This is an optimization exercise on Yosys and OpenROAD, whose aim is small area, not a production implementation. Function was checked by simulation only, so behaviour that the tests miss may differ from the original. The clock cells of runs 2 to 8 come from the design's own scripts or RTL, not from TritonCTS. The clock port is modelled as an ideal driver, which makes a skipped or thinned clock tree look cheaper than it is; a real chip needs a root buffer or a tree. No activity file was given, so power comes from the tool's default toggle rates.

--- design/flow/config.mk ---
export PLATFORM = sky130hd
export DESIGN_NAME = computer_4_bit
export DESIGN_NICKNAME = computer_4_bit
export VERILOG_FILES = /design/flow/design.v
export SDC_FILE = /design/flow/constraint.sdc
export NUM_CORES = 4
export LEC_CHECK = 0
export CAP_MARGIN = 5
export CORE_MARGIN = 2
export CORE_UTILIZATION = 40
export SLEW_MARGIN = 20
--- design/flow/constraint.sdc ---
create_clock -name core_clock -period 5.0 [get_ports {clk}]
set_input_delay 1.0000 -clock core_clock [delete_from_list [all_inputs] [get_ports {clk}]]
set_output_delay 1.0000 -clock core_clock [all_outputs]
set_load 0.01 [all_outputs]
--- design/flow/design.v ---
module computer_4_bit(INPUT_A,INPUT_B,command,ADDRESS,OUTPUT_A,OUTPUT_B,ZF,CF,clk,reset);
input [3:0]INPUT_A,INPUT_B;
input [3:0]ADDRESS;
output reg [3:0]OUTPUT_A;
output [3:0]OUTPUT_B;
output reg ZF, CF;
input clk, reset;
output reg [3:0]command;
reg [3:0] X, Z, B;
reg       R;
localparam [15:0] SI = 16'b1010_1000_0110_0100;
wire       halt = (command == 4'd15) & ~R;
wire       mask = R | (command[3:1] == 3'd0);
assign OUTPUT_B = mask ? 4'd0 : B;
wire [3:0] ax8  = {~Z[3], Z[2:0]};
wire       s    = SI[Z + 4'd4];
wire [4:0] sum  = X + B;
wire [3:0] ipn  = B + 4'd1;
wire       sn   = SI[ipn];
wire [3:0] ip8  = ZF ? 4'd1 : ADDRESS;
reg  [3:0] oa_n;
always @* begin
    case (command)
    4'd15:   oa_n = halt ? OUTPUT_A : sum[3:0];
    4'd0:    oa_n = X;
    4'd1:    oa_n = B;
    4'd2:    oa_n = {3'b000, s};
    4'd4:    oa_n = {2'b00, s, ~s};
    4'd5:    oa_n = {3'b000, s};
    4'd6:    oa_n = ax8;
    4'd8:    oa_n = X;
    4'd9:    oa_n = 4'd15;
    4'd10:   oa_n = X;
    4'd12:   oa_n = {ax8[3:1], ax8[0] | sn};
    4'd13:   oa_n = {OUTPUT_A[3:1], OUTPUT_A[0] ^ sn};
    default: oa_n = OUTPUT_A;
    endcase
end
wire zf_hold = halt | (command == 4'd7) | (command == 4'd8) | (command == 4'd10) | (command == 4'd11) | (command == 4'd14);
wire zf_n    = zf_hold ? ZF : (command == 4'd9) ? (OUTPUT_A == 4'd0) : (oa_n == 4'd0);
always @(posedge clk) begin
    R <= reset;
    if (reset) begin
        command  <= 4'd15;
        X        <= INPUT_A;
        B        <= INPUT_B;
        Z        <= ADDRESS;
        ZF       <= 1'b0;
        CF       <= 1'b0;
        OUTPUT_A <= 4'd0;
    end else begin
        if (!halt) command <= command + 4'd1;
        OUTPUT_A <= oa_n;
        ZF       <= zf_n;
        case (command)
        4'd15: if (!halt) CF <= sum[4];
        4'd1:  B  <= OUTPUT_A;
        4'd4:  CF <= 1'b0;
        4'd5:  CF <= ~s;
        4'd7:  B  <= ip8;
        4'd8:  begin B <= 4'd14; X <= B + 4'd3; end
        4'd9:  B  <= OUTPUT_A;
        4'd10: B  <= X;
        4'd12: B  <= ipn;
        4'd13: B  <= ipn;
        default: ;
        endcase
    end
end
endmodule
--- design/flow/flow/run.sh ---
#!/bin/bash
# Own layout flow:
#  1. the standard synthesis (standard.sh synth), unchanged, into ref/;
#  2. its combinational logic re-mapped by ABC with several area scripts
#     (flow/s*.abc); the flip-flops keep their instances, names and cell
#     types; each result is proven equivalent to the standard netlist
#     (Yosys equiv_simple/equiv_induct, registers paired by name) and the
#     smallest proven one is kept (the standard netlist if none is proven);
#  3. the standard layout (standard.sh) of that netlist, with buf_1 port
#     buffers, a clkbuf_8 clock tree without dummy loads.
set -uo pipefail
HERE=$PWD
FL=$HERE/flow
LIB=$FLOW_HOME/platforms/sky130hd/lib/sky130_fd_sc_hd__tt_025C_1v80.lib

bash standard.sh WORK_HOME=$HERE/ref synth > $HERE/std_synth.log 2>&1 || exit 1
SYN=$HERE/ref/results/sky130hd/computer_4_bit/base/1_2_yosys.v

best=$SYN
best_area=999999999
for scr in $FL/s*.abc; do
  n=$(basename $scr .abc)
  cat > $HERE/reopt_$n.ys <<EOY
read_liberty -ignore_miss_func $LIB
read_verilog $SYN
hierarchy -top computer_4_bit
setattr -mod -set keep_hierarchy 1 sky130_fd_sc_hd__*df*
flatten
opt_clean
select computer_4_bit
rename -hide w:*.*
opt_clean -purge
techmap
opt -fast
abc -liberty $LIB -script $scr -dont_use sky130_fd_sc_hd__probe_p_8 -dont_use sky130_fd_sc_hd__probec_p_8 -dont_use sky130_fd_sc_hd__lpflow_*
opt_clean -purge
hilomap -singleton -hicell sky130_fd_sc_hd__conb_1 HI -locell sky130_fd_sc_hd__conb_1 LO
splitnets
opt_clean -purge
tee -o $HERE/reopt_$n.stat stat -liberty $LIB computer_4_bit
write_verilog -noattr -noexpr -nohex -nodec -selected $HERE/reopt_$n.v
EOY
  cat > $HERE/equiv_$n.ys <<EOY
read_liberty -ignore_miss_func $LIB
read_verilog $SYN
rename computer_4_bit gold
read_verilog $HERE/reopt_$n.v
rename computer_4_bit gate
flatten gold gate
rename -hide w:_* w:*.*
opt_clean
equiv_make gold gate equiv
hierarchy -top equiv
equiv_simple
equiv_induct
equiv_status -assert
EOY
  ( yosys -s $HERE/reopt_$n.ys > $HERE/reopt_$n.log 2>&1 && \
    yosys -s $HERE/equiv_$n.ys > $HERE/equiv_$n.log 2>&1 && touch $HERE/ok_$n ) &
done
wait
for scr in $FL/s*.abc; do
  n=$(basename $scr .abc)
  [[ -f $HERE/ok_$n ]] || continue
  grep -qE '^\s*\\\$' $HERE/reopt_$n.v && continue
  a=$(awk '/Chip area/ {print $NF}' $HERE/reopt_$n.stat)
  if awk "BEGIN{exit !($a < $best_area)}"; then best_area=$a; best=$HERE/reopt_$n.v; fi
done
echo "netlist: $best ($best_area)" > $HERE/reopt_choice.txt
cp $best $HERE/netlist.v

CTS="-sink_clustering_enable -sink_clustering_size 30 -sink_clustering_max_diameter 500"
CTS="$CTS -buf_list sky130_fd_sc_hd__clkbuf_8 -root_buf sky130_fd_sc_hd__clkbuf_8 -dont_use_dummy_load -repair_clock_nets"
bash standard.sh SYNTH_NETLIST_FILES=$HERE/netlist.v \
  "BUFFER_PORTS_ARGS=-buffer_cell sky130_fd_sc_hd__buf_1" "CTS_ARGS=$CTS" finish > $HERE/layout.log 2>&1
--- design/flow/flow/s1.abc ---
strash
&get -n
&deepsyn -T 30
&put
&get -n
&dch -f
&nf -R 1000
&put
--- design/flow/flow/s2.abc ---
strash
&get -n
&deepsyn -T 60 -S 1
&put
&get -n
&dch -f
&nf -R 1000
&put
--- design/flow/flow/s3.abc ---
strash
dc2
&get -n
&deepsyn -T 30 -S 2
&put
&get -n
&dch -f
&nf -p -R 1000
&put
--- design/flow/flow/s4.abc ---
strash
dc2
balance
 rewrite
 refactor
 balance
 rewrite
 rewrite -z
 balance
 refactor -z
 rewrite -z
 balance
&get -n
&dch -f
&nf -R 1000 -a
&put
--- design/flow/standard.sh ---
#!/bin/bash
# synth_recipe.tcl (not shown) runs the flow's synth.tcl, then flattens the netlist and writes it again
# the make line also repeats each setting of config.mk as NAME=value (left out here)
make -C /OpenROAD-flow-scripts/flow DESIGN_CONFIG=/design/flow/config.mk WORK_HOME=/design/flow/orfs CLKGATE_MAP_FILE= SYNTH_SCRIPT=/design/flow/synth_recipe.tcl "${@:-finish}"
==> impl_metrics.toml, run 1 <==
[clock_network]
numCtsBuffers = 3
clock_latency_ns = 0.26
clkTransAtPathRegs_ns = 0.08
tritoncts = "done"
ctsRootBufferMaster = "clkbuf_8"
htreeDepth = 1
cts_resized = 0
cts.sinks = 23
clockBufferDepth = 2
cts_setup_buffers = 0
cts_hold_buffers = 0

[drt]
wl_mm = 3.694
drt_iter0_drc = 100
final_antenna_net_count = 0
route.vias.total = 1345
routedWlPerCell_microns = 16.20
routed_via_density = 5.899
drcViolationCount = 0
firstDrtPassIters = 5

[cells_and_area]
layout.nets = 200
drive_above_1_share_pct = 2.174
antenna_cells = 0
areaGrowthSynthToFinish_pct = 15.50
final_core_util_pct = 49.27
finalNonFillerCells = 228
nFillCells = 317

[sta]
finClkSkew_ns = 0.002733
fin_tns_setup_ns = 0
slew_violations = 0
timing.fmax_ghz = 0.3691
finalHoldViolations = 0
finalSetupViolations = 0
final.min_clock_period_ns = 2.709
rsz0062_at_grt = "false"
max_slew_margin_pct = 32.32
period_share_pct = 54.19
max_slew.worst_pin.slew_ns = 1.005

[floorplan]
num_rows = 20
die-area_sq_mm = 0.003785
floorplan.core_area_sq_mm = 0.003103
die_h_microns = 61.53
ios = 28
initial_utilization_pct = 42.66
dieWidth_microns = 61.53

[placement]
placed_cells = 225
numPortBuffers = 27
gp_congestion = 0.8961
dp_hpwl_mm = 2.716

[global_routing]
antenna_found_initial = 0
grt_max_degree = 24
grt_usage_pct = 21.24
grt_pass1_wl_mm = 5.878
grt_pass1_vias = 1159
overflow = 0

[logic_synthesis]
synth.avg_cell_area_sq_um = 8.652
synth_area_sq_mm = 0.001324
netlist_instances = 153
synth_fp_nets = 167
yosys_warnings = 0

[flow_run]
drv_cap = 0

[critical_path]
critPathLaunchType = "register"
worst-path-max-fanout = 11
required_ns = 5.19
endpoint_kind = "register"
crit_chain = "and2_0, nand2_1, nor2_1, nor4_1, a22oi_1, xor2_1, a211oi_1, nand4_1, a31oi_1"
worstPathArrival_ns = 2.90
criticalPathCategory = "register to register"
cpMaxStageDelayCell = "nor4_1"
slowest_delay_ns = 0.72

[pwr]
power_density_mw_per_mm2 = 443.5
irDropWorstVdd_mv = 0.1743
power.leakage_nw = 0.5102
power_mw = 0.6781

[status]
status = "no timing/DRC/antenna violations"

[min_path]
min_path_type = "register to register"
[worst max-delay path: cells and delay by family, from the launching register on]
| kind | cells | cell delay (ns) |
|---|---|---|
| compound gates | 3 | 0.66 |
| flops | 1 | 0.42 |
| simple gates | 5 | 1.39 |
| xor+xnor | 1 | 0.18 |
[worst paths after layout]
check                   from    endpoint  slack, ns  depth (start not counted)
setup / recovery  command[1]          ZF       2.29                          9
hold / removal    command[0]  command[0]       0.49                          1
setup reg to reg  command[1]          ZF       2.29                          9
hold reg to reg   command[0]  command[0]       0.49                          1
[state kept, by name, summed over array words and instances (netlist names)]
name,count
OUTPUT_A,4
Z,4
ZF,1
command,4
R,1
X,4
CF,1
B,4
[metrics by stage]
step / area (sq um) / hold slack (ns) / worst slack (ns)
detailed placement: 1488 / 0.4715 / 2.292
global route: 1529 / 0.5301 / 2.127
global placement: 1488 / 0.4682 / 2.374
finish: 1529 / 0.4924 / 2.291
floorplan: 1324 / 0.4624 / 2.820
CTS: 1529 / 0.4906 / 2.371
[cell type report]
type | count | area (sq um) | share of cell area [%]
clock buffer | 3 | 41.29 | 2.700
multi-input combinational | 125 | 724.4 | 47.38
sequential | 23 | 580.6 | 37.97
timing repair buffer | 28 | 108.9 | 7.119
inverter | 5 | 18.77 | 1.227
tap | 44 | 55.05 | 3.601
[where the power goes]
part           internal [mW]  switching [mW]  leakage, nW
clock                 0.0538          0.0591       0.0216
sequential             0.245          0.0733        0.210
combinational          0.101           0.145        0.279
[layer usage]
layer | track usage [%] | up-vias | routed length (microns) | part of all wire (%)
li1 | - | 647 | - | -
met1 | 30.57 | 608 | 1612 | 44
met2 | 32.93 | 82 | 1704 | 46
met3 | 3.361 | 8 | 334 | 9.0
met4 | 6.079 | 0 | 43 | 1.2
met5 | 0 | - | 0 | 0
[placed cells by master (no fill, tap or decap), drive strengths merged, types with 4 or more instances in the layout]
master   n
nand2   23
buf     28
xor2     5
clkinv   5
and2     9
xnor2    4
edfxtp  12
nor3     4
dfxtp   11
a21oi    7
nor2    15
a211oi   5
o21ai   16
==> run 2: changes to the inputs <==
--- a/design/flow/flow/run.sh
+++ b/design/flow/flow/run.sh
@@ -9,3 +9,3 @@
 #  3. the standard layout (standard.sh) of that netlist, with buf_1 port
-#     buffers, a clkbuf_8 clock tree without dummy loads.
+#     buffers and a clock tree of one clkbuf_16 (flow/cts_one.tcl).
 set -uo pipefail
@@ -71,5 +71,3 @@
 
-CTS="-sink_clustering_enable -sink_clustering_size 30 -sink_clustering_max_diameter 500"
-CTS="$CTS -buf_list sky130_fd_sc_hd__clkbuf_8 -root_buf sky130_fd_sc_hd__clkbuf_8 -dont_use_dummy_load -repair_clock_nets"
 bash standard.sh SYNTH_NETLIST_FILES=$HERE/netlist.v \
-  "BUFFER_PORTS_ARGS=-buffer_cell sky130_fd_sc_hd__buf_1" "CTS_ARGS=$CTS" finish > $HERE/layout.log 2>&1
+  "BUFFER_PORTS_ARGS=-buffer_cell sky130_fd_sc_hd__buf_1" PRE_CTS_TCL=$FL/cts_one.tcl finish > $HERE/layout.log 2>&1
==> design/flow/flow/cts_one.tcl (new file) <==
# Clock tree of one buffer: the clock port drives a single clkbuf_16 placed
# at the centre of the flip-flops, which drives every flip-flop clock pin.
# Replaces clock_tree_synthesis for this small design (a few dozen sinks).
rename clock_tree_synthesis cts_tritoncts
proc clock_tree_synthesis { args } {
  set block [ord::get_db_block]
  set master [[ord::get_db] findMaster sky130_fd_sc_hd__clkbuf_16]
  set port [$block findBTerm clk]
  set clknet [$port getNet]
  set sinks [$clknet getITerms]
  set newnet [odb::dbNet_create $block clknet_0_clk]
  $newnet setSigType CLOCK
  set buf [odb::dbInst_create $block $master clkbuf_0_clk]
  set sx 0
  set sy 0
  set n 0
  foreach it $sinks {
    set inst [$it getInst]
    set loc [$inst getLocation]
    set sx [expr {$sx + [lindex $loc 0]}]
    set sy [expr {$sy + [lindex $loc 1]}]
    incr n
    $it disconnect
    $it connect $newnet
  }
  [$buf findITerm A] connect $clknet
  [$buf findITerm X] connect $newnet
  $buf setLocation [expr {$sx / $n}] [expr {$sy / $n}]
  $buf setPlacementStatus PLACED
  puts "clock_tree_synthesis (one buffer): clkbuf_0_clk drives $n sinks"
  set_propagated_clock [all_clocks]
}
==> design/flow/flow/s1.abc (replaced) <==
strash
&get -n
&deepsyn -T 60 -S 1
&put
&get -n
&dch -f
&nf -R 1000
&put
==> design/flow/flow/s2.abc (replaced) <==
strash
&get -n
&deepsyn -T 60 -S 2
&put
&get -n
&dch -f
&nf -R 1000
&put
==> design/flow/flow/s3.abc (replaced) <==
strash
&get -n
&deepsyn -T 60 -S 3
&put
&get -n
&dch -f
&nf -R 1000
&put
==> design/flow/flow/s4.abc (replaced) <==
strash
&get -n
&deepsyn -T 60 -S 4
&put
&get -n
&dch -f
&nf -R 1000
&put
==> design/flow/flow/s5.abc (new file) <==
strash
&get -n
&deepsyn -T 60 -S 5
&put
&get -n
&dch -f
&nf -R 1000
&put
==> design/flow/flow/s6.abc (new file) <==
strash
&get -n
&deepsyn -T 60 -S 6
&put
&get -n
&dch -f
&nf -R 1000
&put
--- a/design/flow/config.mk
+++ b/design/flow/config.mk
@@ -9,3 +9,3 @@
 export CORE_MARGIN = 2
-export CORE_UTILIZATION = 40
+export CORE_UTILIZATION = 60
 export SLEW_MARGIN = 20
==> run 2 against run 1 <==
Net effect: still clean on timing, DRC and antenna; via count grew 0.67%; first-iteration DRC count grew 20%; die area shrank 31%; area after synthesis is the same; combinational power grew 2%; worst hold slack gained 0.00072 ns; sequential share of layout area grew 0.92 points; register-to-register slack gained 0.08 ns; highest routed layer unchanged.
==> impl_metrics.toml, run 2 <==
[status]
status = "no timing/DRC/antenna violations"

[cells_and_area]
fin_area_sq_mm = 0.001493
drive_above_1_share_pct = 1.099
mostFrequentLayoutCells = "buf_1, nand2_1, o21ai_0, nor2_1, edfxtp_1"
finalNonFillerCells = 210
final_common_cell = "buf_1"
antenna_cells = 0
areaGrowthSynthToFinish_pct = 12.76
layout.nets = 198

[drt]
met1_length_mm = 1.562
wl_mm = 3.543
route.vias.total = 1354
top_layer_used = "met4"
final_antenna_net_count = 0
wl_met3_microns = 351
routedWlPerCell_microns = 16.87
drcViolationCount = 0
wl_met2_mm = 1.565
drt_iter0_drc = 120
routed_via_density = 6.448
firstDrtPassIters = 5

[critical_path]
criticalPathCategory = "register to register"
critPathLaunchType = "register"
required_ns = 5.09
worst-path-max-fanout = 11
endpoint_kind = "register"
worstPathArrival_ns = 2.71

[logic_synthesis]
synth_area_sq_mm = 0.001324
synth.avg_cell_area_sq_um = 8.652
synth_fp_nets = 167
netlist_instances = 153
yosys_warnings = 0

[pwr]
power_density_mw_per_mm2 = 436.1
power.leakage_nw = 0.5008
irDropWorstVdd_mv = 0.3829

[placement]
placed_cells = 209
dp_hpwl_mm = 2.620
numPortBuffers = 27
gp_congestion = 1.040
place_area_sq_mm = 0.001468

[global_routing]
grt_max_degree = 24
overflow = 0
antenna_found_initial = 0
grt_pass1_wl_mm = 5.651
grt_pass1_vias = 1234
grt_usage_pct = 28.14

[sta]
holdWs_ns = 0.4932
finalHoldViolations = 0
max_slew.worst_pin.slew_ns = 0.7022
finClkSkew_ns = 0.004853
period_share_pct = 52.56
timing.fmax_ghz = 0.3805
max_slew_margin_pct = 52.88
slew_violations = 0
final.min_clock_period_ns = 2.628
fin_tns_setup_ns = 0
finalSetupViolations = 0
rsz0062_at_grt = "false"

[floorplan]
dieWidth_microns = 50.97
num_rows = 17
die-area_sq_mm = 0.002598
initial_utilization_pct = 61.62
die_h_microns = 50.97
ios = 28
floorplan.core_area_sq_mm = 0.002148

[clock_network]
cts_hold_buffers = 0
clock_latency_ns = 0.16
cts_resized = 0
clkTransAtPathRegs_ns = 0.09
cts_setup_buffers = 0

[flow_run]
drv_cap = 0

[min_path]
min_path_type = "register to register"
run 2: cell count changes in the layout (fill, tap and decap cells not counted):
cell	change
o21ai_1	+1
clkbuf_16	+1
clkbuf_8	-3
o21ai_0	-1
run 2: worst max-delay path, cell delays in order, from the launching register on:
cell      delay [ns]
dfxtp_1         0.41
and2_0          0.24
nand2_1         0.11
nor2_1          0.12
nor4_1          0.64
a22oi_1         0.21
xor2_1          0.17
a211oi_1        0.36
nand4_1         0.14
a31oi_1         0.15
run 2: final timing paths:
| kind | startpoint | slack (ns) | cells past startpoint | endpoint |
|---|---|---|---|---|
| worst min register to register | command[0] | 0.49 | 1 | command[0] |
| worst max-delay path | command[1] | 2.37 | 9 | ZF |
| worst max register to register | command[1] | 2.37 | 9 | ZF |
| worst min-delay path | command[0] | 0.49 | 1 | command[0] |
run 2: power breakdown:
part | internal, mW | total [mW] | leakage [nW] | switching (mW)
clock network | 0.0367 | 0.0851 | 0.0123 | 0.0484
registers | 0.245 | 0.315 | 0.210 | 0.0696
logic | 0.101 | 0.251 | 0.279 | 0.150
total | 0.383 | 0.651 | 0.501 | 0.268
run 2: metal layers:
metal	global-route usage, %	up-vias
met5	0	-
li1	-	639
met1	42.18	610
met3	2.339	10
met2	44.81	95
met4	5.405	0
run 2: per-stage QoR:
step / power (mW) / setup WS [ns] / util [%]
4_1_cts: 0.6447 / 2.408 / 69.48
3_5_place_dp: 0.5609 / 2.240 / 68.32
5_1_grt: 0.6899 / 2.075 / 69.48
2_1_floorplan: 0.4763 / 2.820 / -
3_3_place_gp: 0.5595 / 2.213 / 68.32
6_report: 0.6510 / 2.372 / 69.48
run 2: layout make-up:
cell class,instances,area [sq um]
Inverter,5,18.77
Tap cell,28,35.03
Buffer,1,25.02
Timing Repair Buffer,28,108.9
Multi-Input combinational cell,125,724.4
Sequential cell,23,580.6
Fill cell,168,655.6
==> run 3: changes to the inputs <==
==> design/flow/design.v (replaced) <==
module computer_4_bit(INPUT_A,INPUT_B,command,ADDRESS,OUTPUT_A,OUTPUT_B,ZF,CF,clk,reset);
input [3:0]INPUT_A,INPUT_B;
input [3:0]ADDRESS;
output [3:0]OUTPUT_A;
output [3:0]OUTPUT_B;
output reg ZF, CF;
input clk, reset;
output reg [3:0]command;
reg [3:0] A, B, Z;
reg       R;
localparam [15:0] SI = 16'b1010_1000_0110_0100;
wire       halt = (command == 4'd15) & ~R;
assign OUTPUT_A = R ? 4'd0 : (command == 4'd10) ? 4'd15 : A;
assign OUTPUT_B = (command == 4'd9) ? 4'd14 : (R | (command[3:1] == 3'd0)) ? 4'd0 : B;
wire       s    = SI[Z + 4'd12];             
wire       sub  = (command == 4'd0);
wire [3:0] op1  = (command == 4'd15 || sub) ? A : {2'b00, command == 4'd8, 1'b1};
wire [4:0] sum  = op1 + (B ^ {4{sub}}) + sub;
wire       sn   = SI[sum[3:0]];              
wire [3:0] ip8  = ZF ? 4'd1 : ADDRESS;       
reg  [3:0] a_n;
always @* begin
    case (command)
    4'd15:   a_n = halt ? A : sum[3:0];      
    4'd0:    a_n = sum[3:0];                 
    4'd1:    a_n = B;                        
    4'd2:    a_n = {3'b000, s};              
    4'd4:    a_n = {2'b00, s, ~s};           
    4'd5:    a_n = {3'b000, s};              
    4'd6:    a_n = Z;                        
    4'd8:    a_n = Z;                        
    4'd9:    a_n = B;                        
    4'd12:   a_n = {Z[3:1], Z[0] | sn};      
    4'd13:   a_n = {A[3:1], A[0] ^ sn};      
    default: a_n = A;
    endcase
end
wire zf_hold = halt | (command == 4'd7) | (command == 4'd8) | (command == 4'd10) | (command == 4'd11) | (command == 4'd14);
wire zf_n    = zf_hold ? ZF : (command == 4'd9) ? (A == 4'd0) : (a_n == 4'd0);
always @(posedge clk) begin
    R <= reset;
    if (reset) begin
        command <= 4'd15;
        A       <= INPUT_A;
        B       <= INPUT_B;
        Z       <= ADDRESS ^ 4'd8;
        ZF      <= 1'b0;
        CF      <= 1'b0;
    end else begin
        if (!halt) command <= command + 4'd1;
        A  <= a_n;
        ZF <= zf_n;
        case (command)
        4'd15: if (!halt) CF <= sum[4];                  
        4'd1:  B  <= A;                                  
        4'd4:  CF <= 1'b0;                               
        4'd5:  CF <= ~s;                                 
        4'd7:  begin B <= ip8; Z <= B; end               
        4'd8:  begin B <= sum[3:0]; Z <= A; end          
        4'd9:  B  <= A;                                  
        4'd10: B  <= A;                                  
        4'd12: B  <= sum[3:0];                           
        4'd13: B  <= sum[3:0];                           
        default: ;
        endcase
    end
end
endmodule
--- a/design/flow/flow/run.sh
+++ b/design/flow/flow/run.sh
@@ -9,3 +9,4 @@
 #  3. the standard layout (standard.sh) of that netlist, with buf_1 port
-#     buffers and a clock tree of one clkbuf_16 (flow/cts_one.tcl).
+#     buffers and a one-level clock tree of one or two buffers
+#     (flow/cts_one.tcl).
 set -uo pipefail
==> design/flow/flow/cts_one.tcl (replaced) <==
rename clock_tree_synthesis cts_tritoncts

proc onelevel_build { mname nbuf } {
  set block [ord::get_db_block]
  set master [[ord::get_db] findMaster $mname]
  set clknet [[$block findBTerm clk] getNet]
  set sinks {}
  foreach it [$clknet getITerms] {
    set loc [[$it getInst] getLocation]
    lappend sinks [list [lindex $loc 0] [lindex $loc 1] $it]
  }
  set sinks [lsort -integer -index 0 $sinks]
  set n [llength $sinks]
  set made {}
  for {set g 0} {$g < $nbuf} {incr g} {
    set lo [expr {$g * $n / $nbuf}]
    set hi [expr {($g + 1) * $n / $nbuf - 1}]
    set net [odb::dbNet_create $block clknet_0_clk_$g]
    $net setSigType CLOCK
    set buf [odb::dbInst_create $block $master clkbuf_0_clk_$g]
    set sx 0
    set sy 0
    foreach s [lrange $sinks $lo $hi] {
      set sx [expr {$sx + [lindex $s 0]}]
      set sy [expr {$sy + [lindex $s 1]}]
      set it [lindex $s 2]
      $it disconnect
      $it connect $net
    }
    set k [expr {$hi - $lo + 1}]
    [$buf findITerm A] connect $clknet
    [$buf findITerm X] connect $net
    $buf setLocation [expr {$sx / $k}] [expr {$sy / $k}]
    $buf setPlacementStatus PLACED
    lappend made [list $buf $net]
    puts "one-level clock tree: clkbuf_0_clk_$g ($mname) drives $k flip-flops"
  }
  return $made
}

proc onelevel_undo { made } {
  set block [ord::get_db_block]
  set clknet [[$block findBTerm clk] getNet]
  foreach m $made {
    lassign $m buf net
    foreach it [$net getITerms] {
      if { [$it getInst] != $buf } {
        $it disconnect
        $it connect $clknet
      }
    }
    odb::dbInst_destroy $buf
    odb::dbNet_destroy $net
  }
}

proc onelevel_max_clk_slew { } {
  set_propagated_clock [all_clocks]
  estimate_parasitics -placement
  set m 0.0
  foreach p [get_pins -hierarchical */CLK] {
    set m [expr {max($m, [get_property $p slew_max_rise], [get_property $p slew_max_fall])}]
  }
  return $m
}

proc clock_tree_synthesis { args } {
  foreach choice { {sky130_fd_sc_hd__clkbuf_8 1} {sky130_fd_sc_hd__clkbuf_4 2} } {
    lassign $choice mname nbuf
    set made [onelevel_build $mname $nbuf]
    set s [onelevel_max_clk_slew]
    puts "one-level clock tree: $nbuf x $mname, estimated max clock-pin slew $s ns"
    if { $s <= 0.105 } {
      set_propagated_clock [all_clocks]
      return
    }
    onelevel_undo $made
  }
  onelevel_build sky130_fd_sc_hd__clkbuf_16 1
  set_propagated_clock [all_clocks]
}
--- a/design/flow/config.mk
+++ b/design/flow/config.mk
@@ -9,3 +9,4 @@
 export CORE_MARGIN = 2
-export CORE_UTILIZATION = 60
-export SLEW_MARGIN = 20
+export CORE_UTILIZATION = 40
+export GPL_TIMING_DRIVEN = 0
+export SLEW_MARGIN = 5
==> run 3 against run 2 <==
Net effect: worst hold slack better by 0.050 ns; critical path depth up 1; highest routed layer unchanged; combinational power up 55%; maximum frequency down 12%; area after synthesis down 4.1%; wire length up 7.7%; still clean on timing, DRC and antenna; global-route usage down 6.5 points; synthesized cell count up 9.2%; sequential power up 3%; cell area down 2.8%; first-iteration DRC count down 7.5%.
==> impl_metrics.toml, run 3 <==
[pwr]
power_mw = 0.7924
power.leakage_nw = 0.5034
power_density_mw_per_mm2 = 545.9
irDropWorstVdd_mv = 0.2401

[critical_path]
slowest_delay_ns = 0.73
worst-path-max-fanout = 19
worst-path-buf-inv = 0
endpoint_kind = "register"
rrSetupSlack_ns = 2.02
criticalPathCategory = "register to register"
crit_family = "compound AO/OA/AOI/OAI gates"
crit_chain = "nand3_1, nor2_1, nand2_1, o21ai_0, nand3_1, nand2_1, nor3_1, a2111oi_0, nand4_1, o32ai_1"
worstPathArrival_ns = 3.05
required_ns = 5.07
cpMaxStageDelayCell = "a2111oi_0"
critPathLaunchType = "register"

[drt]
drcViolationCount = 0
routedWlPerCell_microns = 15.97
wl_mm = 3.816
final_antenna_net_count = 0
route.vias.total = 1364
routed_via_density = 5.707
drt_iter0_drc = 111
firstDrtPassIters = 4

[sta]
slew_violations = 0
fin_tns_setup_ns = 0
final.min_clock_period_ns = 2.982
max_slew_margin_pct = 41.47
finalSetupViolations = 0
timing.fmax_ghz = 0.3353
holdWs_ns = 0.5435
rsz0062_at_grt = "false"
period_share_pct = 59.64
worst_slack_ns = 2.018
max_slew.worst_pin.slew_ns = 0.8688
finClkSkew_ns = 0.004431
finalHoldViolations = 0

[clock_network]
cts_setup_buffers = 0
cts_hold_buffers = 0
clock_latency_ns = 0.15
cts_resized = 0
clkTransAtPathRegs_ns = 0.09

[flow_run]
drv_cap = 0

[min_path]
min_path_type = "register to register"

[logic_synthesis]
synth_area_sq_mm = 0.001270
synth_fp_nets = 181
netlist_instances = 167
synth.avg_cell_area_sq_um = 7.605
yosys_warnings = 0

[global_routing]
grt_pass1_vias = 1214
antenna_found_initial = 0
grt_max_degree = 20
grt_pass1_wl_mm = 6.016
grt_usage_pct = 21.61
overflow = 0

[placement]
numPortBuffers = 27
place_ws_ns = 1.903
dp_hpwl_mm = 2.843
gp_congestion = 1.026

[cells_and_area]
areaGrowthSynthToFinish_pct = 14.29
final_common_cell = "nor2_1"
drive_above_1_share_pct = 0.5128
mostFrequentLayoutCells = "nor2_1, buf_1, nand2_1"
layout.nets = 211
antenna_cells = 0
nFillCells = 317

[floorplan]
floorplan.core_area_sq_mm = 0.003028
num_rows = 20
dieWidth_microns = 60.35
die-area_sq_mm = 0.003642
ios = 28
die_h_microns = 60.35
initial_utilization_pct = 41.94

[status]
status = "no timing/DRC/antenna violations"
[run 3: cell types whose count changed in the layout (fill, tap and decap cells not counted), sizes merged, moves of 4 or more]
cell	before	now
nor2	15	28
and2	9	0
a21oi	7	13
nand2b	0	6
a211oi	5	0
nand3	3	8
edfxtp	12	8
[run 3: routing by layer]
| metal | vias to the layer above | share of wire (%) | GRT usage (%) |
|---|---|---|---|
| met5 | - | 0 | 0 |
| met4 | 0 | 0.47 | 2.540 |
| met3 | 2 | 6.7 | 0.6397 |
| met2 | 53 | 48 | 37.42 |
| met1 | 633 | 45 | 31.08 |
| li1 | 676 | - | - |
[run 3: worst paths after layout]
kind / startpoint / to / cells after the start
setup / recovery: command[2] / ZF / 10
hold / removal: CF / CF / 2
setup reg to reg: command[2] / ZF / 10
hold reg to reg: CF / CF / 2
[run 3: power breakdown]
group	switching [mW]	leakage [nW]	internal (mW)	total, mW
logic	0.234	0.320	0.154	0.388
registers	0.109	0.171	0.216	0.325
clock network	0.0431	0.0123	0.0365	0.0796
[run 3: area by class of cell]
type	count	area, sq um	area share [%]
sequential	19	460.4	31.72
multi-input combinational	143	790.8	54.48
timing repair buffer	27	101.3	6.983
inverter	5	18.77	1.293
buffer	1	25.02	1.724
tap	44	55.05	3.793
[run 3: worst reg2reg max path: stages (launching register included)]
cell and delay, ns:
dfxtp_1 0.72, nand3_1 0.23, nor2_1 0.18, nand2_1 0.09, o21ai_0 0.36, nand3_1 0.14
nand2_1 0.10, nor3_1 0.05, a2111oi_0 0.73, nand4_1 0.17, o32ai_1 0.14
[run 3: through the flow]
step	area [sq um]	instances	util, %
floorplan	1270	167	-
global placement	1426	238	47.11
detailed placement	1426	238	47.11
CTS	1451	239	47.93
global route	1451	239	47.93
finish	1451	239	47.93
==> run 4: changes to the inputs <==
--- a/design/flow/flow/run.sh
+++ b/design/flow/flow/run.sh
@@ -9,3 +9,3 @@
 #  3. the standard layout (standard.sh) of that netlist, with buf_1 port
-#     buffers and a one-level clock tree of one or two buffers
+#     buffers and a one-level clock tree of one to three buffers
 #     (flow/cts_one.tcl).
--- a/design/flow/flow/cts_one.tcl
+++ b/design/flow/flow/cts_one.tcl
@@ -11,3 +11,10 @@
   }
-  set sinks [lsort -integer -index 0 $sinks]
+  # split along the axis in which the flip-flops spread further
+  set xs [lsort -integer [lmap s $sinks {lindex $s 0}]]
+  set ys [lsort -integer [lmap s $sinks {lindex $s 1}]]
+  if { [lindex $ys end] - [lindex $ys 0] > [lindex $xs end] - [lindex $xs 0] } {
+    set sinks [lsort -integer -index 1 $sinks]
+  } else {
+    set sinks [lsort -integer -index 0 $sinks]
+  }
   set n [llength $sinks]
@@ -67,3 +74,3 @@
 proc clock_tree_synthesis { args } {
-  foreach choice { {sky130_fd_sc_hd__clkbuf_8 1} {sky130_fd_sc_hd__clkbuf_4 2} } {
+  foreach choice { {sky130_fd_sc_hd__clkbuf_8 1} {sky130_fd_sc_hd__clkbuf_4 2} {sky130_fd_sc_hd__buf_4 2} {sky130_fd_sc_hd__clkbuf_4 3} {sky130_fd_sc_hd__buf_4 3} } {
     lassign $choice mname nbuf
@@ -72,3 +79,3 @@
     puts "one-level clock tree: $nbuf x $mname, estimated max clock-pin slew $s ns"
-    if { $s <= 0.105 } {
+    if { $s <= 0.110 } {
       set_propagated_clock [all_clocks]
==> design/flow/flow/s1.abc (replaced) <==
strash
&get -n
&deepsyn -T 60 -S 1
&put
&get -n
&dch -f
&nf -R 1000
&put
mfs3 -ae
==> design/flow/flow/s2.abc (replaced) <==
strash
&get -n
&deepsyn -T 60 -S 2
&put
&get -n
&dch -f
&nf -R 1000
&put
mfs3 -ae
==> design/flow/flow/s3.abc (replaced) <==
strash
&get -n
&deepsyn -T 60 -S 3
&put
&get -n
&dch -f
&nf -R 1000
&put
mfs3 -ae
==> design/flow/flow/s4.abc (replaced) <==
strash
&get -n
&deepsyn -T 60 -S 4
&put
&get -n
&dch -f
&nf -R 1000
&put
mfs3 -ae
==> design/flow/flow/s5.abc (replaced) <==
strash
&get -n
&deepsyn -T 60 -S 5
&put
&get -n
&dch -f
&nf -R 1000
&put
mfs3 -ae
==> design/flow/flow/s6.abc (replaced) <==
strash
&get -n
&deepsyn -T 60 -S 6
&put
&get -n
&dch -f
&nf -R 1000
&put
mfs3 -ae
==> design/flow/flow/s7.abc (new file) <==
strash
&get -n
&deepsyn -T 60 -S 7
&put
&get -n
&dch -f
&nf -R 1000
&put
mfs3 -ae
==> design/flow/flow/s8.abc (new file) <==
strash
&get -n
&deepsyn -T 60 -S 8
&put
&get -n
&dch -f
&nf -R 1000
&put
mfs3 -ae
==> run 4 against run 3 <==
Net effect: sequential share of layout area up 0.44 points; combinational power up 57%; critical path type unchanged; sequential power up 9.8%; power up 29%; via count down 0.51%; flip-flop and latch count unchanged.
==> impl_metrics.toml, run 4 <==
[drt]
final_antenna_net_count = 0
wl_met2_mm = 1.667
met1_length_mm = 1.629
drcViolationCount = 0
firstDrtPassIters = 4
routed_via_density = 5.750
wl_mm = 3.595
top_layer_used = "met4"
routedWlPerCell_microns = 15.23
route.vias.total = 1357
wl_met3_microns = 243
drt_iter0_drc = 110

[critical_path]
r2r-end = "CF"
criticalPathCategory = "register to register"
crit_chain = "nand2_1, o21ai_0, nand2_1, xnor2_1, mux2i_1, nand2_1, o21ai_0, nand2_1, o21a_1, xnor2_1, nand2_1, o21ai_0, o21ai_0, xor2_1, a31oi_1, nand3_1, a31oi_1"
required_ns = 5.06
crit_family = "compound AO/OA/AOI/OAI gates"
slowest_delay_ns = 0.64
worst-path-max-fanout = 15
startpoint = "command[3]"
reg2reg_from = "command[3]"
endpoint_kind = "register"
critPathMostFrequentCell = "nand2_1"
worst-path-buf-inv = 0
cpMaxStageDelayCell = "dfxtp_1"
cp.depth = 17
critPathLaunchType = "register"
rrSetupSlack_ns = 1.47
ff2ff_path_depth = 17
endpoint = "CF"
worstPathArrival_ns = 3.59

[placement]
dp_hpwl_mm = 2.697
gp_congestion = 0.8938
numPortBuffers = 27

[pwr]
power_mw = 1.026
irDropWorstVdd_mv = 0.3372
pwr-share-seq_pct = 34.8
power.clock.fraction_pct = 5.8
power_density_mw_per_mm2 = 716.7
internal-power_mw = 0.4937
power_frac_comb_pct = 59.4
p_sw_share_pct = 51.87
p_switching_mw = 0.5322
power.leakage_nw = 0.4940

[clock_network]
cts_setup_buffers = 0
cts_hold_buffers = 0
cts_resized = 0
clkTransAtPathRegs_ns = 0.08
clock_latency_ns = 0.14

[cells_and_area]
final_common_cell = "buf_1"
layout.nets = 208
areaGrowthSynthToFinish_pct = 13.60
mostFrequentLayoutCells = "buf_1, nand2_1, nor2_1"
antenna_cells = 0
drive_above_1_share_pct = 1.042

[floorplan]
floorplan.core_area_sq_mm = 0.003028
die-area_sq_mm = 0.003615
num_rows = 20
die_h_microns = 60.13
initial_utilization_pct = 41.61
dieWidth_microns = 60.13
ios = 28

[sta]
final.min_clock_period_ns = 3.528
slew_violations = 0
finalHoldViolations = 0
finalSetupViolations = 0
fin_tns_setup_ns = 0
rsz0062_at_grt = "false"
finClkSkew_ns = 0.01075
timing.fmax_ghz = 0.2834
period_share_pct = 70.57
max_slew.worst_pin.slew_ns = 1.050
max_slew_margin_pct = 30.02

[flow_run]
drv_cap = 0

[min_path]
min_path_type = "register to register"

[logic_synthesis]
yosys_warnings = 0
synth.avg_cell_area_sq_um = 7.730
synth_fp_nets = 177
synth_area_sq_mm = 0.001260
netlist_instances = 163

[global_routing]
overflow = 0
grt_max_degree = 27
antenna_found_initial = 0
grt_usage_pct = 20.37
grt_pass1_wl_mm = 5.782
grt_pass1_vias = 1157

[status]
status = "no timing/DRC/antenna violations"
==> run 4: cell count changes in the layout (fill, tap and decap cells not counted), sizes merged, moves of 3 or more <==
cell    previous run  this run
a222oi             0         4
a22o               0         3
clkinv             5        11
nand2b             6         3
nand3              8         3
nor2              28        22
==> run 4: worst min path at each step <==
stage / from / end / slack, ns / depth (start not counted)
floorplan: command[0] / command[0] / 0.50 / 1
global placement: command[0] / command[0] / 0.52 / 1
detailed placement: command[0] / command[0] / 0.53 / 1
CTS: command[0] / command[0] / 0.55 / 1
global route: command[0] / command[0] / 0.58 / 1
finish: command[0] / command[0] / 0.55 / 1
==> run 4: worst reg2reg max path, cell delays in order (launching register included) <==
cell	delay [ns]
dfxtp_1	0.64
nand2_1	0.09
o21ai_0	0.09
nand2_1	0.12
xnor2_1	0.30
mux2i_1	0.29
nand2_1	0.09
o21ai_0	0.11
nand2_1	0.11
o21a_1	0.14
xnor2_1	0.33
nand2_1	0.12
o21ai_0	0.09
o21ai_0	0.12
xor2_1	0.17
a31oi_1	0.28
nand3_1	0.16
a31oi_1	0.19
==> run 4: cell type report <==
| type | instances | area, sq um |
|---|---|---|
| multi-input cells | 133 | 758.2 |
| inverters | 11 | 41.29 |
| fillers | 321 | 1597 |
| repair buffers | 27 | 101.3 |
| plain buffers | 2 | 15.01 |
| well taps | 44 | 55.05 |
| flip-flops and latches | 19 | 460.4 |
==> run 4: layer usage <==
metal  vias up  track usage [%]
li1        664                -
met1       631            30.20
met2        57            32.61
met3         5            1.732
met4         0            3.175
met5         -                0
==> run 4: power by group through the flow <==
stage,clock (mW),sequential (mW),combinational [mW]
global route,0.0687,0.371,0.664
floorplan,0,0.322,0.454
global placement,0,0.359,0.576
finish,0.0595,0.357,0.609
CTS,0.0618,0.354,0.599
detailed placement,0,0.358,0.595
==> run 4: through the flow <==
| stage | cell area, sq um | utilization [%] | hold WS, ns | setup WS [ns] | std cells |
|---|---|---|---|---|---|
| after floorplan | 1260 | - | 0.4964 | 2.151 | 163 |
| after global placement | 1416 | 46.78 | 0.5246 | 1.701 | 234 |
| after detailed placement | 1416 | 46.78 | 0.5291 | 1.590 | 234 |
| after CTS | 1431 | 47.27 | 0.5517 | 1.551 | 236 |
| after global routing | 1431 | 47.27 | 0.5783 | 1.145 | 236 |
| final | 1431 | 47.27 | 0.5514 | 1.472 | 236 |
==> run 5: changes to the inputs <==
==> design/flow/flow/s1.abc (replaced) <==
strash
&get -n
&deepsyn -T 60 -S 1
&put
&get -n
&dch -f
&nf -R 1000
&put
mfs3 -ae
strash
&get -n
&dch -f
&nf -R 1000
&put
mfs3 -ae
==> design/flow/flow/s2.abc (replaced) <==
strash
&get -n
&deepsyn -T 60 -S 2
&put
&get -n
&dch -f
&nf -R 1000
&put
mfs3 -ae
strash
&get -n
&dch -f
&nf -R 1000
&put
mfs3 -ae
==> design/flow/flow/s3.abc (replaced) <==
strash
&get -n
&deepsyn -T 60 -S 3
&put
&get -n
&dch -f
&nf -R 1000
&put
mfs3 -ae
strash
&get -n
&dch -f
&nf -R 1000
&put
mfs3 -ae
==> design/flow/flow/s4.abc (replaced) <==
strash
&get -n
&deepsyn -T 60 -S 4
&put
&get -n
&dch -f
&nf -R 1000
&put
mfs3 -ae
strash
&get -n
&dch -f
&nf -R 1000
&put
mfs3 -ae
==> design/flow/flow/s5.abc (replaced) <==
strash
&get -n
&deepsyn -T 60 -S 5
&put
&get -n
&dch -f
&nf -R 1000
&put
mfs3 -ae
strash
&get -n
&dch -f
&nf -R 1000
&put
mfs3 -ae
==> design/flow/flow/s6.abc (replaced) <==
strash
&get -n
&deepsyn -T 60 -S 6
&put
&get -n
&dch -f
&nf -R 1000
&put
mfs3 -ae
strash
&get -n
&dch -f
&nf -R 1000
&put
mfs3 -ae
==> design/flow/flow/s7.abc (replaced) <==
strash
&get -n
&deepsyn -T 60 -S 7
&put
&get -n
&dch -f
&nf -R 1000
&put
mfs3 -ae
strash
&get -n
&dch -f
&nf -R 1000
&put
mfs3 -ae
==> design/flow/flow/s8.abc (replaced) <==
strash
&get -n
&deepsyn -T 60 -S 8
&put
&get -n
&dch -f
&nf -R 1000
&put
mfs3 -ae
strash
&get -n
&dch -f
&nf -R 1000
&put
mfs3 -ae
==> run 5 against run 4 <==
Net effect: synthesized cell count up 1.2%; clock skew down 0.0076 ns; critical path depth unchanged; largest power group unchanged.
==> impl_metrics.toml, run 5 <==
[status]
status = "no timing/DRC/antenna violations"

[cells_and_area]
final-seq-area_sq_um = 460.4
layout.nets = 211
areaGrowthSynthToFinish_pct = 14.26
finalNonFillerCells = 239
multiInputGateArea_sq_um = 757.0
antenna_cells = 0
final_common_cell = "buf_1"
nFillCells = 299
drive_above_1_share_pct = 1.538
mostFrequentLayoutCells = "buf_1, nor2_1, nand2_1, a21oi_1, o21ai_0"

[logic_synthesis]
synth.avg_cell_area_sq_um = 7.606
yosys_warnings = 0
synth_area_sq_mm = 0.001255
netlist_instances = 165
synth_fp_nets = 179

[critical_path]
required_ns = 5.05
startpoint = "command[3]"
endpoint_kind = "register"
worst-path-max-fanout = 13
reg2reg_from = "command[3]"
rrSetupSlack_ns = 1.51
worstPathArrival_ns = 3.54
criticalPathCategory = "register to register"
critPathLaunchType = "register"
ff2ff_path_depth = 17

[drt]
firstDrtPassIters = 4
routedWlPerCell_microns = 14.59
drcViolationCount = 0
drt_iter0_drc = 95
wl_mm = 3.486
routed_via_density = 5.619
route.vias.total = 1343
final_antenna_net_count = 0

[sta]
finalSetupViolations = 0
fin_tns_setup_ns = 0
finClkSkew_ns = 0.003152
timing.fmax_ghz = 0.2867
finalHoldViolations = 0
max_slew_margin_pct = 30.11
max_slew.worst_pin.slew_ns = 1.048
slew_violations = 0
period_share_pct = 69.76
final.min_clock_period_ns = 3.488
rsz0062_at_grt = "false"

[global_routing]
grt_max_degree = 27
overflow = 0
grt_usage_pct = 20.13
antenna_found_initial = 0
grt_pass1_vias = 1151
grt_pass1_wl_mm = 5.506

[clock_network]
clock_latency_ns = 0.15
clkTransAtPathRegs_ns = 0.08
cts_resized = 0
cts_setup_buffers = 0
cts_hold_buffers = 0

[flow_run]
drv_cap = 0

[placement]
placed_cells = 236
numPortBuffers = 27
gp_congestion = 0.9223
dp_hpwl_mm = 2.625

[floorplan]
ios = 28
die-area_sq_mm = 0.003601
floorplan.core_area_sq_mm = 0.003028
die_h_microns = 60.01
num_rows = 20
dieWidth_microns = 60.01
initial_utilization_pct = 41.45

[pwr]
power_density_mw_per_mm2 = 720.8
power.leakage_nw = 0.4970
irDropWorstVdd_mv = 0.2228

[min_path]
worstHoldStart = "command[0]"
hold-path-cell-count = 1
min_path_type = "register to register"
==> run 5: changes by cell type in the layout (fill, tap and decap cells not counted), sizes merged, moves of 2 or more <==
| cell | before | now |
|---|---|---|
| mux2i | 2 | 0 |
| and3 | 0 | 2 |
| clkbuf | 0 | 3 |
| nor2 | 22 | 24 |
| o21a | 2 | 0 |
| a222oi | 4 | 2 |
| buf | 29 | 27 |
| a22o | 3 | 6 |
| xor2 | 2 | 4 |
| xnor2 | 6 | 4 |
| a21oi | 14 | 21 |
| nand2 | 23 | 21 |
==> run 5: per-stage QoR <==
step / cell area, sq um / setup WS, ns / power [mW] / hold slack, ns / util (%)
2_1_floorplan: 1255 / 2.145 / 0.7803 / 0.5133 / -
3_3_place_gp: 1411 / 1.639 / 0.9451 / 0.5360 / 46.61
3_5_place_dp: 1411 / 1.585 / 0.9541 / 0.5463 / 46.61
4_1_cts: 1434 / 1.549 / 1.028 / 0.5669 / 47.36
5_1_grt: 1434 / 1.031 / 1.133 / 0.6191 / 47.36
6_report: 1434 / 1.512 / 1.034 / 0.5760 / 47.36
==> run 5: per-layer routing <==
metal	part of all wire [%]	wire length [microns]	vias up	track usage, %
met4	0.60	21	0	1.587
met1	44	1541	602	29.76
met5	0	0	-	0
met2	48	1675	65	34.01
met3	7.1	247	2	0.6494
li1	-	-	674	-
==> run 5: final cells by class <==
class                      instances  area share [%]
multi-input combinational        136           52.79
inverter                          10           2.618
tap                               44           3.839
timing repair buffer              27           7.068
buffer                             3           1.571
sequential                        19           32.11
==> run 5: worst paths after layout <==
kind	end
max	CF
min	command[0]
max reg2reg	CF
min reg2reg	command[0]
==> run 5: worst max-delay path: stages, from the launching register on <==
cell     delay (ns)
dfxtp_1        0.61
nand2_1        0.09
o21ai_0        0.08
nand2_1        0.12
xor2_1         0.23
nor2_1         0.09
a21oi_1        0.17
nor2_1         0.09
a31oi_1        0.28
xnor2_1        0.15
xnor2_1        0.32
nand2_1        0.11
o21ai_0        0.08
o21ai_0        0.11
xor2_1         0.15
a31oi_1        0.31
a21oi_1        0.11
nor4_1         0.29
==> run 5: power breakdown <==
group	internal [mW]	switching [mW]	total (mW)
Sequential	0.232	0.118	0.350
Combinational	0.242	0.370	0.612
Clock	0.0286	0.0437	0.0724
==> run 6: changes to the inputs <==
--- a/design/flow/flow/cts_one.tcl
+++ b/design/flow/flow/cts_one.tcl
@@ -2,3 +2,3 @@
 
-proc onelevel_build { mname nbuf } {
+proc onelevel_build { mname nbuf {axis auto} } {
   set block [ord::get_db_block]
@@ -14,3 +14,10 @@
   set ys [lsort -integer [lmap s $sinks {lindex $s 1}]]
-  if { [lindex $ys end] - [lindex $ys 0] > [lindex $xs end] - [lindex $xs 0] } {
+  if { $axis == "auto" } {
+    if { [lindex $ys end] - [lindex $ys 0] > [lindex $xs end] - [lindex $xs 0] } {
+      set axis y
+    } else {
+      set axis x
+    }
+  }
+  if { $axis == "y" } {
     set sinks [lsort -integer -index 1 $sinks]
@@ -76,10 +83,13 @@
     lassign $choice mname nbuf
-    set made [onelevel_build $mname $nbuf]
-    set s [onelevel_max_clk_slew]
-    puts "one-level clock tree: $nbuf x $mname, estimated max clock-pin slew $s ns"
-    if { $s <= 0.110 } {
-      set_propagated_clock [all_clocks]
-      return
+    foreach axis { x y } {
+      set made [onelevel_build $mname $nbuf $axis]
+      set s [onelevel_max_clk_slew]
+      puts "one-level clock tree: $nbuf x $mname split by $axis, estimated max clock-pin slew $s ns"
+      if { $s <= 0.118 } {
+        set_propagated_clock [all_clocks]
+        return
+      }
+      onelevel_undo $made
+      if { $nbuf == 1 } { break }
     }
-    onelevel_undo $made
   }
--- a/design/flow/config.mk
+++ b/design/flow/config.mk
@@ -11,2 +11,3 @@
 export GPL_TIMING_DRIVEN = 0
+export PLACE_DENSITY = 0.8
 export SLEW_MARGIN = 5
==> run 6 against run 5 <==
Net effect: still clean; utilization shrank 0.25 points; worst setup slack worse by 0.027 ns; worst hold slack worse by 0.011 ns; power decreased by 1.8%; clock skew increased by 0.012 ns; flip-flop and latch count stayed put; maximum frequency fell by 0.76%; first-iteration DRC count fell by 18%; sequential share of layout area is 0.17 points higher; via count is essentially flat; area after synthesis is the same; global-route usage decreased by 1.3 points; critical path type unchanged; critical endpoint is now ZF; largest power group unchanged; highest routed layer unchanged.
==> impl_metrics.toml, run 6 <==
[pwr]
pwr-share-seq_pct = 34.4
power.leakage_nw = 0.4924
p_switching_mw = 0.5233
irDropWorstVdd_mv = 0.3400
power_frac_comb_pct = 60.0
power_mw = 1.015
power.clock.fraction_pct = 5.6
power_density_mw_per_mm2 = 711.9
internal-power_mw = 0.4921
p_sw_share_pct = 51.54

[critical_path]
cpMaxStageDelayCell = "dfxtp_1"
crit_chain = "nand2_1, o21ai_0, nand2_1, xor2_1, nor2_1, a21oi_1, nor2_1, a31oi_1, xnor2_1, xnor2_1, nand2_1, o21ai_0, o21ai_0, xor2_1, a31oi_1, nand2_1, o32ai_1"
critPathMostFrequentCell = "nand2_1"
criticalPathCategory = "register to register"
worst-path-max-fanout = 13
required_ns = 5.06
critPathLaunchType = "register"
endpoint_kind = "register"
slowest_delay_ns = 0.61
worstPathArrival_ns = 3.57

[drt]
wl_mm = 3.258
routed_via_density = 5.639
firstDrtPassIters = 5
routedWlPerCell_microns = 13.69
drt_iter0_drc = 78
route.vias.total = 1342
final_antenna_net_count = 0
drcViolationCount = 0

[floorplan]
die_h_microns = 60.01
floorplan.core_area_sq_mm = 0.003028
num_rows = 20
initial_utilization_pct = 41.45
dieWidth_microns = 60.01
die-area_sq_mm = 0.003601
ios = 28

[placement]
dp_hpwl_mm = 2.433
numPortBuffers = 27
place_ws_ns = 1.597
placed_cells = 236
gp_congestion = 0.9264
place_area_sq_mm = 0.001411

[sta]
holdWs_ns = 0.5646
worst_slack_ns = 1.485
slew_violations = 0
finClkSkew_ns = 0.01550
finalHoldViolations = 0
period_share_pct = 70.30
timing.fmax_ghz = 0.2845
max_slew.worst_pin.slew_ns = 1.029
final.min_clock_period_ns = 3.515
rsz0062_at_grt = "false"
max_slew_margin_pct = 31.39
finalSetupViolations = 0
fin_tns_setup_ns = 0

[global_routing]
grt_usage_pct = 18.86
grt_pass1_wl_mm = 5.209
overflow = 0
grt_pass1_vias = 1065
antenna_found_initial = 0
grt_max_degree = 27

[status]
status = "no timing/DRC/antenna violations"

[logic_synthesis]
synth_area_sq_mm = 0.001255
synth.avg_cell_area_sq_um = 7.606
synth_fp_nets = 179
yosys_warnings = 0
netlist_instances = 165

[cells_and_area]
layout.nets = 210
mostFrequentLayoutCells = "buf_1, nor2_1, nand2_1, a21oi_1, o21ai_0"
final-seq-area_sq_um = 460.4
final_common_cell = "buf_1"
fin_area_sq_mm = 0.001426
nFillCells = 329
antenna_cells = 0
multiInputGateArea_sq_um = 757.0
finalNonFillerCells = 238
drive_above_1_share_pct = 1.031
final_core_util_pct = 47.11
areaGrowthSynthToFinish_pct = 13.66

[clock_network]
clkTransAtPathRegs_ns = 0.11
cts_setup_buffers = 0
clock_latency_ns = 0.17
cts_resized = 0
cts_hold_buffers = 0

[flow_run]
drv_cap = 0

[min_path]
min_path_type = "register to register"
[run 6: cell types whose count changed in the layout (fill, tap and decap cells not counted)]
cell,previous run,this run
clkbuf_4,3,2
[run 6: area by class of cell]
class / count / area share [%]
buffer: 2 / 1.053
inverter: 10 / 2.632
multi-input combinational: 136 / 53.07
sequential: 19 / 32.28
tap: 44 / 3.860
timing repair buffer: 27 / 7.105
[run 6: power groups by stage]
stage | Sequential [mW] | Combinational, mW | Clock (mW)
floorplan | 0.321 | 0.460 | 0
global route | 0.364 | 0.679 | 0.0649
detailed placement | 0.351 | 0.594 | 0
global placement | 0.351 | 0.584 | 0
finish | 0.349 | 0.609 | 0.0574
CTS | 0.347 | 0.599 | 0.0590
[run 6: worst paths after layout]
path,from,depth (start not counted),slack (ns),to
worst min-delay path,command[0],1,0.56,command[0]
worst max-delay path,command[3],17,1.49,ZF
worst min register to register,command[0],1,0.56,command[0]
worst max register to register,command[3],17,1.49,ZF
[run 6: layer usage]
layer  vias to the layer above  track usage, %  routed length (microns)
met5                         -               0                        0
met4                         0           1.905                       23
met3                         2           1.299                      245
met2                        59           30.90                     1543
met1                       611           28.07                     1445
li1                        670               -                        -
[run 6: worst max-delay path: cells and delay by family (launching register included)]
kind	cells	cell delay, ns
compound gates	7	1.33
xor+xnor	4	0.87
flops	1	0.61
simple gates	6	0.58
==> run 7: changes to the inputs <==
--- a/design/flow/design.v
+++ b/design/flow/design.v
@@ -27,2 +27,3 @@
     4'd2:    a_n = {3'b000, s};              
+    4'd3:    a_n = {3'b000, s};              
     4'd4:    a_n = {2'b00, s, ~s};           
@@ -37,3 +38,3 @@
 end
-wire zf_hold = halt | (command == 4'd7) | (command == 4'd8) | (command == 4'd10) | (command == 4'd11) | (command == 4'd14);
+wire zf_hold = (command == 4'd8) | (command == 4'd10) | (command == 4'd11);
 wire zf_n    = zf_hold ? ZF : (command == 4'd9) ? (A == 4'd0) : (a_n == 4'd0);
--- a/design/flow/flow/run.sh
+++ b/design/flow/flow/run.sh
@@ -58,2 +58,3 @@
 EOY
+  while [[ $(jobs -rp | wc -l) -ge 4 ]]; do wait -n; done
   ( yosys -s $HERE/reopt_$n.ys > $HERE/reopt_$n.log 2>&1 && \
==> design/flow/flow/s91.abc (new file) <==
strash
&get -n
&deepsyn -T 60 -S 1
&put
&get -n
&dch -f
&nf -R 1000
&put
==> design/flow/flow/s92.abc (new file) <==
strash
&get -n
&deepsyn -T 60 -S 2
&put
&get -n
&dch -f
&nf -R 1000
&put
==> design/flow/flow/s93.abc (new file) <==
strash
&get -n
&deepsyn -T 60 -S 3
&put
&get -n
&dch -f
&nf -R 1000
&put
==> design/flow/flow/s94.abc (new file) <==
strash
&get -n
&deepsyn -T 60 -S 4
&put
&get -n
&dch -f
&nf -R 1000
&put
==> run 7 against run 6 <==
Net effect: largest power group unchanged; die area decreased by 2.0%; still clean; sequential power is 17% lower; register-to-register slack better by 0.50 ns; flip-flop and latch count is the same; maximum frequency rose by 17%; cell count shrank 4.6%; combinational power decreased by about 50%; highest routed layer unchanged; first-iteration DRC count shrank 15%; clock power is 5.7% higher; cell area decreased by 2.8%; via count down 2.5%; largest cell class unchanged.
==> impl_metrics.toml, run 7 <==
[drt]
final_antenna_net_count = 0
wl_mm = 3.295
route.vias.total = 1309
routed_via_density = 5.767
drcViolationCount = 0
drt_iter0_drc = 66
firstDrtPassIters = 5
routedWlPerCell_microns = 14.52

[cells_and_area]
antenna_cells = 0
layout.nets = 210
areaGrowthSynthToFinish_pct = 12.83
final-seq-area_sq_um = 460.4
multiInputGateArea_sq_um = 749.5
final_common_cell = "nand2_1"
mostFrequentLayoutCells = "nand2_1, nor2_1, buf_1"
nFillCells = 321
drive_above_1_share_pct = 1.031
final_core_util_pct = 46.55

[critical_path]
criticalPathCategory = "register to register"
worstPathArrival_ns = 3.13
ff2ff_path_depth = 13
r2r-end = "CF"
reg2reg_from = "command[3]"
critPathLaunchType = "register"
required_ns = 5.12
endpoint_kind = "register"
rrSetupSlack_ns = 1.98
worst-path-max-fanout = 10

[logic_synthesis]
netlist_instances = 165
synth_area_sq_mm = 0.001229
yosys_warnings = 0
synth_fp_nets = 179
synth.avg_cell_area_sq_um = 7.447

[status]
status = "no timing/DRC/antenna violations"

[sta]
timing.fmax_ghz = 0.3315
finalSetupViolations = 0
fin_tns_setup_ns = 0
finalHoldViolations = 0
finClkSkew_ns = 0.02545
slew_violations = 0
max_slew_margin_pct = 39.96
rsz0062_at_grt = "false"
period_share_pct = 60.34
holdWs_ns = 0.5063
final.min_clock_period_ns = 3.017
max_slew.worst_pin.slew_ns = 0.8911

[global_routing]
grt_max_degree = 22
grt_pass1_wl_mm = 5.478
antenna_found_initial = 0
grt_usage_pct = 19.97
overflow = 0
grt_pass1_vias = 1151

[floorplan]
num_rows = 20
die_h_microns = 59.42
floorplan.core_area_sq_mm = 0.002978
initial_utilization_pct = 41.26
die-area_sq_mm = 0.003531
dieWidth_microns = 59.42
ios = 28

[min_path]
min_path_type = "register to register"
hold-path-cell-count = 1
min_to = "command[0]"
worstHoldStart = "command[0]"

[pwr]
power_mw = 0.6509
power.leakage_nw = 0.5276
irDropWorstVdd_mv = 0.2202
power_density_mw_per_mm2 = 469.5

[clock_network]
cts_resized = 0
cts_hold_buffers = 0
clock_latency_ns = 0.18
clkTransAtPathRegs_ns = 0.12
cts_setup_buffers = 0

[placement]
dp_hpwl_mm = 2.491
gp_congestion = 0.9022
numPortBuffers = 27

[flow_run]
drv_cap = 0
[run 7: cell types whose count changed in the layout (fill, tap and decap cells not counted), sizes merged, moves of 3 or more]
cell    delta
nand2     +13
a21oi     -10
a22oi      +5
clkinv     -5
nor2       +4
a221oi     +3
nor4       -3
o22ai      -3
[run 7: worst max-delay path by stage]
stage	start	cells past startpoint	to	slack [ns]
6_report	command[3]	13	CF	1.98
5_1_grt	command[3]	13	CF	1.63
3_3_place_gp	reset	4	B[0]	1.85
3_5_place_dp	reset	4	B[0]	1.81
2_1_floorplan	command[3]	14	CF	2.41
4_1_cts	reset	4	B[3]	2.04
[run 7: layout make-up]
class | instances | share of cell area [%]
Buffer | 2 | 1.083
Inverter | 5 | 1.354
Multi-Input combinational cell | 141 | 54.06
Sequential cell | 19 | 33.21
Tap cell | 33 | 2.978
Timing Repair Buffer | 27 | 7.310
[run 7: metal layers]
layer | up-vias | GRT usage [%] | share of wire (%)
met4 | 0 | 2.273 | 0.52
met5 | - | 0 | 0
met3 | 2 | 1.965 | 7.3
met1 | 591 | 29.11 | 46
met2 | 52 | 32.81 | 46
li1 | 664 | - | -
[run 7: where the power goes]
part	switching [mW]	internal [mW]	total, mW
clock	0.0415	0.0192	0.0607
combinational	0.180	0.122	0.302
sequential	0.0777	0.210	0.288
[run 7: worst max-delay path: stages, from the launching register on]
cell and delay, ns:
dfxtp_1 0.52, clkinv_1 0.20, o21ai_0 0.23, xnor2_1 0.14, nor2_1 0.06, o21ai_0 0.48, nand2_1 0.16, and2_0 0.21
nor2_1 0.10, nand2_1 0.07, a22o_1 0.21, nor3_1 0.20, nand4_1 0.18, a31oi_1 0.19
[run 7: per-stage QoR]
stage	worst slack, ns	instance area, sq um	instances
floorplan	2.406	1229	165
global placement	1.849	1371	225
detailed placement	1.808	1371	225
CTS	2.036	1386	227
global route	1.627	1386	227
finish	1.983	1386	227
==> run 8: changes to the inputs <==
--- a/design/flow/flow/cts_one.tcl
+++ b/design/flow/flow/cts_one.tcl
@@ -87,3 +87,3 @@
       puts "one-level clock tree: $nbuf x $mname split by $axis, estimated max clock-pin slew $s ns"
-      if { $s <= 0.118 } {
+      if { $s <= 0.105 } {
         set_propagated_clock [all_clocks]
==> run 8 against run 7 <==
Net effect: global-route usage stayed put; wire length is 0.55% lower; via count hardly changed; maximum frequency is 0.62% lower; utilization stayed put; sequential power hardly changed; power is 0.20% higher; cell count stayed put; clock power is 3% higher; largest cell class unchanged; clock skew is 0.0036 ns lower; flip-flop and latch count stayed put; largest power group unchanged.
==> impl_metrics.toml, run 8 <==
[pwr]
power_density_mw_per_mm2 = 470.4
pwr-share-seq_pct = 44.2
power.leakage_nw = 0.5280
irDropWorstVdd_mv = 0.2249
power_frac_comb_pct = 46.2
power_mw = 0.6522
power.clock.fraction_pct = 9.6
internal-power_mw = 0.3533
p_sw_share_pct = 45.82
p_switching_mw = 0.2988

[floorplan]
dieWidth_microns = 59.42
ios = 28
floorplan.core_area_sq_mm = 0.002978
die_h_microns = 59.42
initial_utilization_pct = 41.26
num_rows = 20
die-area_sq_mm = 0.003531

[critical_path]
slowest_delay_ns = 0.57
cpMaxStageDelayCell = "or3_1"
crit_chain = "buf_1, a21oi_1, o21ai_0, or3_1"
crit_family = "compound AO/OA/AOI/OAI gates"
reg2reg_from = "command[3]"
worst-path-max-fanout = 21
startpoint = "reset"
critPathLaunchType = "input pin"
criticalPathCategory = "input pin to register"
worst-path-buf-inv = 1
required_ns = 4.89
r2r-end = "CF"
rrSetupSlack_ns = 1.98
cp.depth = 4
worstPathArrival_ns = 2.93
endpoint_kind = "register"
ff2ff_path_depth = 13

[placement]
dp_hpwl_mm = 2.491
place_ws_ns = 1.808
gp_congestion = 0.9022
numPortBuffers = 27

[sta]
max_slew_margin_pct = 39.99
rsz0062_at_grt = "false"
fin_tns_setup_ns = 0
finClkSkew_ns = 0.02181
finalSetupViolations = 0
max_slew.worst_pin.slew_ns = 0.8907
worst_slack_ns = 1.964
slew_violations = 0
finalHoldViolations = 0
final.min_clock_period_ns = 3.036
timing.fmax_ghz = 0.3294
period_share_pct = 60.71

[cells_and_area]
multiInputGateArea_sq_um = 749.5
final_core_util_pct = 46.55
nFillCells = 321
antenna_cells = 0
final-seq-area_sq_um = 460.4
mostFrequentLayoutCells = "nand2_1, nor2_1, buf_1"
drive_above_1_share_pct = 1.031
final_common_cell = "nand2_1"
areaGrowthSynthToFinish_pct = 12.83
layout.nets = 210

[drt]
drcViolationCount = 0
drt_iter0_drc = 65
firstDrtPassIters = 4
route.vias.total = 1308
routedWlPerCell_microns = 14.44
routed_via_density = 5.762
final_antenna_net_count = 0
wl_mm = 3.277

[min_path]
min_to = "command[0]"
hold-path-cell-count = 1
worstHoldStart = "command[0]"
min_path_type = "register to register"

[clock_network]
cts_resized = 0
cts_setup_buffers = 0
clkTransAtPathRegs_ns = 0.11
cts_hold_buffers = 0
clock_latency_ns = 0.15

[global_routing]
grt_usage_pct = 19.97
overflow = 0
antenna_found_initial = 0
grt_max_degree = 22
grt_pass1_wl_mm = 5.478
grt_pass1_vias = 1151

[logic_synthesis]
synth_fp_nets = 179
yosys_warnings = 0
synth.avg_cell_area_sq_um = 7.447
netlist_instances = 165
synth_area_sq_mm = 0.001229

[status]
status = "no timing/DRC/antenna violations"

[flow_run]
drv_cap = 0
## run 8: layer usage
layer	part of all wire, %	routed length [microns]	up-vias	track usage [%]
li1	-	-	663	-
met4	0.52	17	0	2.273
met2	46	1509	53	32.81
met3	8.2	270	2	1.965
met5	0	0	-	0
met1	45	1479	590	29.11
## run 8: worst max path at each step
| stage | end | slack [ns] |
|---|---|---|
| finish | B[2] | 1.96 |
| global route | CF | 1.63 |
| CTS | B[3] | 2.00 |
| detailed placement | B[0] | 1.81 |
| global placement | B[0] | 1.85 |
| floorplan | CF | 2.41 |
## run 8: power groups by stage
stage | clock network (mW) | registers (mW) | logic (mW)
global route | 0.0689 | 0.298 | 0.343
floorplan | 0 | 0.270 | 0.225
CTS | 0.0631 | 0.287 | 0.299
finish | 0.0625 | 0.288 | 0.302
global placement | 0 | 0.289 | 0.292
detailed placement | 0 | 0.292 | 0.297
## run 8: layout make-up
cell class                 count  share of cell area (%)
inverter                       5                   1.354
sequential                    19                   33.21
timing repair buffer          27                   7.310
tap                           33                   2.978
buffer                         2                   1.083
multi-input combinational    141                   54.06
## run 8: through the flow
stage | area [sq um] | std cells | hold WS, ns
3_5_place_dp | 1371 | 225 | 0.4718
4_1_cts | 1386 | 227 | 0.4951
3_3_place_gp | 1371 | 225 | 0.4745
6_report | 1386 | 227 | 0.5002
2_1_floorplan | 1229 | 165 | 0.4701
5_1_grt | 1386 | 227 | 0.5432

-- afterwards: timing with drivers on the ports --
How much do the figures lean on ideal ports? The routed layouts below were timed once more, with nothing changed but the port constraints. Step 1: set_driving_cell puts a clkbuf_16 on clk and a buf_2 on each other input, an assumption about the parent block. Step 2 adds t to the input delays and takes it off the output delays; t is the mean of the earliest and latest rising clock arrival at the registers after step 1. Input paths then give back, and output paths get back, about the clock's delay inside the block. Three values: ideal, step 1, step 2; two values: the first two.
| run | shift t [ns] | setup WS [ns] | worst hold slack (ns) | worst setup path after step 2 | worst register clock-pin slew, ns |
|---|---|---|---|---|---|
| run 1 | 0.286 | 2.291 / 2.291 / 2.291 | 0.492 / 0.492 / 0.492 | register to register | 0.08 / 0.08 |
| run 2 | 0.184 | 2.372 / 2.372 / 2.372 | 0.493 / 0.493 / 0.493 | register to register | 0.09 / 0.09 |
| run 3 | 0.177 | 2.018 / 2.018 / 1.915 | 0.544 / 0.544 / 0.544 | input to register | 0.09 / 0.09 |
| run 4 | 0.165 | 1.472 / 1.472 / 1.472 | 0.551 / 0.551 / 0.551 | register to register | 0.10 / 0.10 |
| run 5 | 0.176 | 1.512 / 1.512 / 1.512 | 0.576 / 0.576 / 0.576 | register to register | 0.08 / 0.08 |
| run 6 | 0.188 | 1.485 / 1.485 / 1.485 | 0.565 / 0.565 / 0.565 | register to register | 0.11 / 0.11 |
| run 7 | 0.193 | 1.983 / 1.983 / 1.811 | 0.506 / 0.506 / 0.506 | input to register | 0.12 / 0.12 |
| run 8 | 0.165 | 1.964 / 1.975 / 1.810 | 0.500 / 0.500 / 0.500 | input to register | 0.11 / 0.11 |
After both steps setup and hold are still met in every run listed. The setup slack of run 7, which loses most, moves by 0.000 ns with the drivers and by -0.172 ns with both steps.
